Source: an optimization exercise on an open RTL-to-GDS flow (aim: small area and a short achievable clock period). Production flows keep margins and buffers that such runs may drop.
At most, simulation tests tie the RTL to the original design; equivalence was not proved.
No activity file was given, so power comes from the tool's default toggle rates.

## cedar
==> flow/design.v <==
module neuron(
    input  logic clk,
    input  logic rst_n,
    input  logic signed [7:0] x,
    input  logic signed [7:0] w,
    input  logic signed [7:0] bias,
    output logic signed [17:0] y
);
  logic [7:0] x1;
  logic [3:0] bone, btwo, bneg;
  wire [8:0] we = {w, 1'b0};
  logic [3:0] one_d, two_d, neg_d;
  always_comb begin
    for (int i = 0; i < 4; i++) begin
      one_d[i] = we[2*i+1] ^ we[2*i];
      two_d[i] = (we[2*i+2] & ~we[2*i+1] & ~we[2*i]) | (~we[2*i+2] & we[2*i+1] & we[2*i]);
      neg_d[i] = we[2*i+2] & ~(we[2*i+1] & we[2*i]);
    end
  end
  always_ff @(posedge clk or negedge rst_n) begin
    if (!rst_n) begin
      x1 <= 8'd0; bone <= 4'd0; btwo <= 4'd0; bneg <= 4'd0;
    end else begin
      x1 <= x; bone <= one_d; btwo <= two_d; bneg <= neg_d;
    end
  end
  wire sel0_0 = (bone[0] & x1[0]);
  wire sel0_1 = (bone[0] & x1[1]) | (btwo[0] & x1[0]);
  wire sel0_2 = (bone[0] & x1[2]) | (btwo[0] & x1[1]);
  wire sel0_3 = (bone[0] & x1[3]) | (btwo[0] & x1[2]);
  wire sel0_4 = (bone[0] & x1[4]) | (btwo[0] & x1[3]);
  wire sel0_5 = (bone[0] & x1[5]) | (btwo[0] & x1[4]);
  wire sel0_6 = (bone[0] & x1[6]) | (btwo[0] & x1[5]);
  wire sel0_7 = (bone[0] & x1[7]) | (btwo[0] & x1[6]);
  wire sel0_8 = (bone[0] & x1[7]) | (btwo[0] & x1[7]);
  wire pp0_0 = sel0_0 ^ bneg[0];
  wire pp0_1 = sel0_1 ^ bneg[0];
  wire pp0_2 = sel0_2 ^ bneg[0];
  wire pp0_3 = sel0_3 ^ bneg[0];
  wire pp0_4 = sel0_4 ^ bneg[0];
  wire pp0_5 = sel0_5 ^ bneg[0];
  wire pp0_6 = sel0_6 ^ bneg[0];
  wire pp0_7 = sel0_7 ^ bneg[0];
  wire ps0_s = sel0_8 ^ bneg[0];
  wire sel1_0 = (bone[1] & x1[0]);
  wire sel1_1 = (bone[1] & x1[1]) | (btwo[1] & x1[0]);
  wire sel1_2 = (bone[1] & x1[2]) | (btwo[1] & x1[1]);
  wire sel1_3 = (bone[1] & x1[3]) | (btwo[1] & x1[2]);
  wire sel1_4 = (bone[1] & x1[4]) | (btwo[1] & x1[3]);
  wire sel1_5 = (bone[1] & x1[5]) | (btwo[1] & x1[4]);
  wire sel1_6 = (bone[1] & x1[6]) | (btwo[1] & x1[5]);
  wire sel1_7 = (bone[1] & x1[7]) | (btwo[1] & x1[6]);
  wire sel1_8 = (bone[1] & x1[7]) | (btwo[1] & x1[7]);
  wire pp1_0 = sel1_0 ^ bneg[1];
  wire pp1_1 = sel1_1 ^ bneg[1];
  wire pp1_2 = sel1_2 ^ bneg[1];
  wire pp1_3 = sel1_3 ^ bneg[1];
  wire pp1_4 = sel1_4 ^ bneg[1];
  wire pp1_5 = sel1_5 ^ bneg[1];
  wire pp1_6 = sel1_6 ^ bneg[1];
  wire pp1_7 = sel1_7 ^ bneg[1];
  wire ps1_s = sel1_8 ^ bneg[1];
  wire sel2_0 = (bone[2] & x1[0]);
  wire sel2_1 = (bone[2] & x1[1]) | (btwo[2] & x1[0]);
  wire sel2_2 = (bone[2] & x1[2]) | (btwo[2] & x1[1]);
  wire sel2_3 = (bone[2] & x1[3]) | (btwo[2] & x1[2]);
  wire sel2_4 = (bone[2] & x1[4]) | (btwo[2] & x1[3]);
  wire sel2_5 = (bone[2] & x1[5]) | (btwo[2] & x1[4]);
  wire sel2_6 = (bone[2] & x1[6]) | (btwo[2] & x1[5]);
  wire sel2_7 = (bone[2] & x1[7]) | (btwo[2] & x1[6]);
  wire sel2_8 = (bone[2] & x1[7]) | (btwo[2] & x1[7]);
  wire pp2_0 = sel2_0 ^ bneg[2];
  wire pp2_1 = sel2_1 ^ bneg[2];
  wire pp2_2 = sel2_2 ^ bneg[2];
  wire pp2_3 = sel2_3 ^ bneg[2];
  wire pp2_4 = sel2_4 ^ bneg[2];
  wire pp2_5 = sel2_5 ^ bneg[2];
  wire pp2_6 = sel2_6 ^ bneg[2];
  wire pp2_7 = sel2_7 ^ bneg[2];
  wire ps2_s = sel2_8 ^ bneg[2];
  wire sel3_0 = (bone[3] & x1[0]);
  wire sel3_1 = (bone[3] & x1[1]) | (btwo[3] & x1[0]);
  wire sel3_2 = (bone[3] & x1[2]) | (btwo[3] & x1[1]);
  wire sel3_3 = (bone[3] & x1[3]) | (btwo[3] & x1[2]);
  wire sel3_4 = (bone[3] & x1[4]) | (btwo[3] & x1[3]);
  wire sel3_5 = (bone[3] & x1[5]) | (btwo[3] & x1[4]);
  wire sel3_6 = (bone[3] & x1[6]) | (btwo[3] & x1[5]);
  wire sel3_7 = (bone[3] & x1[7]) | (btwo[3] & x1[6]);
  wire sel3_8 = (bone[3] & x1[7]) | (btwo[3] & x1[7]);
  wire pp3_0 = sel3_0;
  wire pp3_1 = sel3_1 ^ (bneg[3] & (sel3_0));
  wire pp3_2 = sel3_2 ^ (bneg[3] & (sel3_0 | sel3_1));
  wire pp3_3 = sel3_3 ^ (bneg[3] & (sel3_0 | sel3_1 | sel3_2));
  wire pp3_4 = sel3_4 ^ (bneg[3] & (sel3_0 | sel3_1 | sel3_2 | sel3_3));
  wire pp3_5 = sel3_5 ^ (bneg[3] & (sel3_0 | sel3_1 | sel3_2 | sel3_3 | sel3_4));
  wire pp3_6 = sel3_6 ^ bneg[3];
  wire pp3_7 = sel3_7 ^ bneg[3];
  wire ps3_s = sel3_8 ^ bneg[3];
  wire neg3c = bneg[3] & ~(sel3_0 | sel3_1 | sel3_2 | sel3_3 | sel3_4 | sel3_5);
  wire hs0 = pp0_4 ^ pp1_2;
  wire hc0 = pp0_4 & pp1_2;
  wire hs1 = pp0_5 ^ pp1_3;
  wire hc1 = pp0_5 & pp1_3;
  wire fs2 = pp0_6 ^ pp1_4 ^ pp2_2;
  wire fc2 = (pp0_6 & pp1_4) | (pp0_6 & pp2_2) | (pp1_4 & pp2_2);
  wire fs3 = pp0_7 ^ pp1_5 ^ pp2_3;
  wire fc3 = (pp0_7 & pp1_5) | (pp0_7 & pp2_3) | (pp1_5 & pp2_3);
  wire fs4 = ps0_s ^ pp1_6 ^ pp2_4;
  wire fc4 = (ps0_s & pp1_6) | (ps0_s & pp2_4) | (pp1_6 & pp2_4);
  wire fs5 = ps0_s ^ pp1_7 ^ pp2_5;
  wire fc5 = (ps0_s & pp1_7) | (ps0_s & pp2_5) | (pp1_7 & pp2_5);
  wire fs6 = ~ps0_s ^ ~ps1_s ^ pp2_6;
  wire fc6 = (~ps0_s & ~ps1_s) | (~ps0_s & pp2_6) | (~ps1_s & pp2_6);
  wire hs7 = pp2_7 ^ 1'b1;
  wire hc7 = pp2_7 & 1'b1;
  wire hs8 = ~ps2_s ^ pp3_6;
  wire hc8 = ~ps2_s & pp3_6;
  wire hs9 = pp0_2 ^ pp1_0;
  wire hc9 = pp0_2 & pp1_0;
  wire hs10 = pp0_3 ^ pp1_1;
  wire hc10 = pp0_3 & pp1_1;
  wire fs11 = pp2_0 ^ bneg[2] ^ hs0;
  wire fc11 = (pp2_0 & bneg[2]) | (pp2_0 & hs0) | (bneg[2] & hs0);
  wire fs12 = pp2_1 ^ hs1 ^ hc0;
  wire fc12 = (pp2_1 & hs1) | (pp2_1 & hc0) | (hs1 & hc0);
  wire fs13 = pp3_0 ^ hc1 ^ fs2;
  wire fc13 = (pp3_0 & hc1) | (pp3_0 & fs2) | (hc1 & fs2);
  wire fs14 = pp3_1 ^ fs3 ^ fc2;
  wire fc14 = (pp3_1 & fs3) | (pp3_1 & fc2) | (fs3 & fc2);
  wire fs15 = pp3_2 ^ fs4 ^ fc3;
  wire fc15 = (pp3_2 & fs4) | (pp3_2 & fc3) | (fs4 & fc3);
  wire fs16 = pp3_3 ^ fs5 ^ fc4;
  wire fc16 = (pp3_3 & fs5) | (pp3_3 & fc4) | (fs5 & fc4);
  wire fs17 = pp3_4 ^ fs6 ^ fc5;
  wire fc17 = (pp3_4 & fs6) | (pp3_4 & fc5) | (fs6 & fc5);
  wire fs18 = pp3_5 ^ hs7 ^ fc6;
  wire fc18 = (pp3_5 & hs7) | (pp3_5 & fc6) | (hs7 & fc6);
  wire fs19 = neg3c ^ hs8 ^ hc7;
  wire fc19 = (neg3c & hs8) | (neg3c & hc7) | (hs8 & hc7);
  wire fs20 = pp3_7 ^ 1'b1 ^ hc8;
  wire fc20 = (pp3_7 & 1'b1) | (pp3_7 & hc8) | (1'b1 & hc8);
  logic [16:0] ps, pc;
  assign ps[15] = 1'b1;
  assign ps[16] = 1'b1;
  assign pc[1] = 1'b0;
  assign pc[15] = 1'b0;
  assign pc[16] = 1'b0;
  always_ff @(posedge clk) begin
    ps[0] <= pp0_0;
    ps[1] <= pp0_1;
    ps[2] <= bneg[1];
    ps[3] <= hs10;
    ps[4] <= fs11;
    ps[5] <= fs12;
    ps[6] <= fs13;
    ps[7] <= fs14;
    ps[8] <= fs15;
    ps[9] <= fs16;
    ps[10] <= fs17;
    ps[11] <= fs18;
    ps[12] <= fs19;
    ps[13] <= fs20;
    ps[14] <= ~ps3_s;
    pc[0] <= bneg[0];
    pc[2] <= hs9;
    pc[3] <= hc9;
    pc[4] <= hc10;
    pc[5] <= fc11;
    pc[6] <= fc12;
    pc[7] <= fc13;
    pc[8] <= fc14;
    pc[9] <= fc15;
    pc[10] <= fc16;
    pc[11] <= fc17;
    pc[12] <= fc18;
    pc[13] <= fc19;
    pc[14] <= fc20;
  end
  logic [16:0] acc;
  wire [16:0] cs_s = acc ^ ps ^ pc;
  wire [16:0] cs_c = (acc & ps) | (acc & pc) | (ps & pc);
  wire [16:0] acc_d = cs_s + {cs_c[15:0], 1'b0};
  always_ff @(posedge clk or negedge rst_n) begin
    if (!rst_n) acc <= 17'd0;
    else acc <= acc_d;
  end
  logic vld;
  always_ff @(posedge clk or negedge rst_n) begin
    if (!rst_n) vld <= 1'b0;
    else vld <= 1'b1;
  end
  logic [17:0] v;
  always_ff @(posedge clk) v <= {acc[16], acc} + {{10{bias[7]}}, bias};
  logic [16:0] r;
  wire keep = vld & ~v[17];
  always_ff @(posedge clk) r <= v[16:0] & {17{keep}};
  logic [16:0] r2, yr;
  always_ff @(posedge clk or negedge rst_n) begin
    if (!rst_n) begin r2 <= 17'd0; yr <= 17'd0; end
    else begin r2 <= r; yr <= r2; end
  end
  assign y = {1'b0, yr};
endmodule
clock: 6.0 ns
lec_check: 0
abc_area: 1
cap_margin: 20
core_margin: 2
core_utilization: 40
setup_slack_margin: 3.75
slew_margin: 20
standard.sh (not shown) runs the stock make flow with config.mk's settings and CLKGATE_MAP_FILE= SYNTH_SCRIPT=/design/flow/synth_recipe.tcl, a recipe that flattens the netlist after the stock synthesis.
==> flow/flow/run.sh <==
#!/bin/bash
# Standard ORFS layout, except that the port buffers are the smallest
# plain buffer (buffer_ports picks a slow delay cell by default) and the
# clock tree uses fewer, larger sink clusters and no dummy loads.
# Each step's full output goes to a log file in the work folder.
set -euo pipefail
export BUFFER_PORTS_ARGS="-buffer_cell sky130_fd_sc_hd__buf_1"
export CTS_ARGS="-sink_clustering_enable -repair_clock_nets -sink_clustering_size 30 -sink_clustering_max_diameter 200 -buf_list {sky130_fd_sc_hd__clkbuf_4 sky130_fd_sc_hd__clkbuf_8} -dont_use_dummy_load"
bash standard.sh synth > synth.log 2>&1
bash standard.sh > layout.log 2>&1
Relative to cedar, the following input files were edited for violet:
--- a/flow/design.v
+++ b/flow/design.v
@@ -176,28 +176,52 @@
     pc[13] <= fc19;
     pc[14] <= fc20;
   end
-  logic [16:0] acc;
+  logic [8:0] alo;
+  logic [16:9] ahi;
+  logic cy;
+  wire [16:0] acc = {ahi, alo};
   wire [16:0] cs_s = acc ^ ps ^ pc;
   wire [16:0] cs_c = (acc & ps) | (acc & pc) | (ps & pc);
-  wire [16:0] acc_d = cs_s + {cs_c[15:0], 1'b0};
-  always_ff @(posedge clk or negedge rst_n) begin
-    if (!rst_n) acc <= 17'd0;
-    else acc <= acc_d;
+  wire [9:0] lo_d = {1'b0, cs_s[8:0]} + {1'b0, cs_c[7:0], 1'b0};
+  wire [8:0] hi_w = {cs_s[16:9], 1'b1} + {cs_c[15:8], cy};
+  wire [7:0] hi_d = hi_w[8:1];
+  always_ff @(posedge clk or negedge rst_n) begin
+    if (!rst_n) begin
+      alo <= 9'd0; ahi <= 8'd0; cy <= 1'b0;
+    end else begin
+      alo <= lo_d[8:0]; ahi <= hi_d; cy <= lo_d[9];
+    end
   end
   logic vld;
   always_ff @(posedge clk or negedge rst_n) begin
     if (!rst_n) vld <= 1'b0;
     else vld <= 1'b1;
   end
-  logic [17:0] v;
-  always_ff @(posedge clk) v <= {acc[16], acc} + {{10{bias[7]}}, bias};
-  logic [16:0] r;
-  wire keep = vld & ~v[17];
-  always_ff @(posedge clk) r <= v[16:0] & {17{keep}};
-  logic [16:0] r2, yr;
-  always_ff @(posedge clk or negedge rst_n) begin
-    if (!rst_n) begin r2 <= 17'd0; yr <= 17'd0; end
-    else begin r2 <= r; yr <= r2; end
+  logic [8:0] vlo, vh;
+  logic vb7;
+  always_ff @(posedge clk) begin
+    vlo <= {1'b0, alo[7:0]} + {1'b0, bias};
+    vh  <= acc[16:8] + {7'd0, cy, 1'b0};              
+    vb7 <= bias[7];
+  end
+  wire [8:0] sh = vh;
+  wire c8 = vlo[8];
+  wire [9:0] vd = {{9{vb7 & ~c8}}, vb7 ^ c8};        
+  wire [9:0] vhi = {sh[8], sh} + vd;                 
+  logic [17:0] v5;
+  always_ff @(posedge clk) v5 <= {vhi, vlo[7:0]};
+  logic vld2;
+  always_ff @(posedge clk or negedge rst_n) begin
+    if (!rst_n) vld2 <= 1'b0;
+    else vld2 <= vld;
+  end
+  logic [16:0] r2;
+  wire keep = vld2 & ~v5[17];
+  always_ff @(posedge clk) r2 <= v5[16:0] & {17{keep}};
+  logic [16:0] yr;
+  always_ff @(posedge clk or negedge rst_n) begin
+    if (!rst_n) yr <= 17'd0;
+    else yr <= r2;
   end
   assign y = {1'b0, yr};
 endmodule
[summary]
Compared with cedar, violet has extra setup slack.
Sort violet and cedar by post-placement setup slack, ascending, and cedar comes first.
First-pass GRT wire length came out lower on violet than on cedar.
Changes observed in violet relative to cedar: routed length on met1 shrank by 15%, area occupied by registers closely matched the old numbers, transition time at the pin with the least slew margin now smaller, per-instance average area after synthesis has increased.
In violet the number of global-route vias before repair turned out 239 lower than in cedar.
No functional check of the RTL was part of cedar.


12-23:
// neuron: RTL as listed in full above, without the edits since
clock: 6.0 ns
lec_check: 0
cap_margin: 20
core_margin: 2
core_utilization: 40
setup_slack_margin: 3.6
slew_margin: 20
Scripts as last shown in full above: flow/flow/run.sh
[inputs] 04-21 vs 12-23
--- a/flow/design.v
+++ b/flow/design.v
@@ -176,24 +176,41 @@
     pc[13] <= fc19;
     pc[14] <= fc20;
   end
-  logic [16:0] acc;
+  logic [8:0] alo;
+  logic [16:9] ahi;
+  logic cy;
+  wire [16:0] acc = {ahi, alo};
   wire [16:0] cs_s = acc ^ ps ^ pc;
   wire [16:0] cs_c = (acc & ps) | (acc & pc) | (ps & pc);
-  wire [16:0] acc_d = cs_s + {cs_c[15:0], 1'b0};
-  always_ff @(posedge clk or negedge rst_n) begin
-    if (!rst_n) acc <= 17'd0;
-    else acc <= acc_d;
+  wire [9:0] lo_d = {1'b0, cs_s[8:0]} + {1'b0, cs_c[7:0], 1'b0};
+  wire [8:0] hi_w = {cs_s[16:9], 1'b1} + {cs_c[15:8], cy};
+  wire [7:0] hi_d = hi_w[8:1];
+  always_ff @(posedge clk or negedge rst_n) begin
+    if (!rst_n) begin
+      alo <= 9'd0; ahi <= 8'd0; cy <= 1'b0;
+    end else begin
+      alo <= lo_d[8:0]; ahi <= hi_d; cy <= lo_d[9];
+    end
   end
   logic vld;
   always_ff @(posedge clk or negedge rst_n) begin
     if (!rst_n) vld <= 1'b0;
     else vld <= 1'b1;
   end
-  logic [17:0] v;
-  always_ff @(posedge clk) v <= {acc[16], acc} + {{10{bias[7]}}, bias};
+  logic [8:0] vlo, vh;
+  logic vb7;
+  always_ff @(posedge clk) begin
+    vlo <= {1'b0, alo[7:0]} + {1'b0, bias};
+    vh  <= acc[16:8] + {7'd0, cy, 1'b0};              
+    vb7 <= bias[7];
+  end
+  wire [8:0] sh = vh;
+  wire c8 = vlo[8];
+  wire [9:0] vd = {{9{vb7 & ~c8}}, vb7 ^ c8};        
+  wire [9:0] vhi = {sh[8], sh} + vd;                 
   logic [16:0] r;
-  wire keep = vld & ~v[17];
-  always_ff @(posedge clk) r <= v[16:0] & {17{keep}};
+  wire keep = vld & ~vhi[9];
+  always_ff @(posedge clk) r <= {vhi[8:0], vlo[7:0]} & {17{keep}};
   logic [16:0] r2, yr;
   always_ff @(posedge clk or negedge rst_n) begin
     if (!rst_n) begin r2 <= 17'd0; yr <= 17'd0; end
Findings:
- Of 12-23 and 04-21, the run reporting the lower global-route usage was 04-21.
- Going from 12-23 to 04-21, the proportion of power drawn by the clock network was found to have gone up by 0.7 points.
- In 04-21 the sequential cell count turned out 1.5% higher than in 12-23.
- Share of power burned in registers (04-21 over 12-23): increase, 4.2 points
- ~same clock latency at the later pin of the worst-skew pair in 12-23 and 04-21
- 12-23 has a higher met2 global-route usage than 04-21.
- Comparing number of placed cells counting well taps for 12-23 and 04-21, the bigger number came from 04-21.
- Between 12-23 and 04-21, detailed-routing iteration count for the pre-antenna-repair pass increased.
- 04-21 ends up with a routed wirelength normalized by instance count that is about 9% lower than in 12-23.
- Routed wire length on met2 was lower in 04-21 than in 12-23.
- The higher multi-input gate count came out of 12-23.
- 04-21 against 12-23: total design power down 7.0%, synthesized cell count up about 1%.
Function was not checked in any run of this note: the RTL went through the layout flow alone.

port drivers added, routing unchanged:
No port has a modelled driver above. Below, the same layouts with a new extraction and two added sets of constraints. Step 1 (the two cells are an assumption about what drives the block):
set clk [get_ports {clk}]
set_driving_cell -lib_cell sky130_fd_sc_hd__clkbuf_16 $clk
set_driving_cell -lib_cell sky130_fd_sc_hd__buf_2 [delete_from_list [all_inputs] $clk]
Step 2 adds t to the input delays and takes it off the output delays; t is the mean of the earliest and latest rising clock arrival at the registers after step 1. Input paths then give back, and output paths get back, about the clock's delay inside the block. Slacks: no drivers / after step 1 / after step 2; pairs: no drivers / after step 1.
| run | shift t [ns] | setup WS [ns] | hold WS [ns] | pins driven straight from the clock port |
|---|---|---|---|---|
| cedar | 0.458 | 3.851 / 3.849 / 3.403 | 0.320 / 0.320 / 0.320 | 1 |
| violet | 0.448 | 3.860 / 3.847 / 3.643 | 0.311 / 0.311 / 0.311 | 1 |
| 12-23 | 0.460 | 3.530 / 3.524 / 3.064 | 0.326 / 0.326 / 0.326 | 1 |
| 04-21 | 0.456 | 3.566 / 3.566 / 3.372 | 0.305 / 0.305 / 0.305 | 1 |
After both steps setup and hold are still met in every run listed. For 12-23, which loses most, drivers alone change the setup slack by -0.006 ns; drivers and shift together by -0.466 ns.
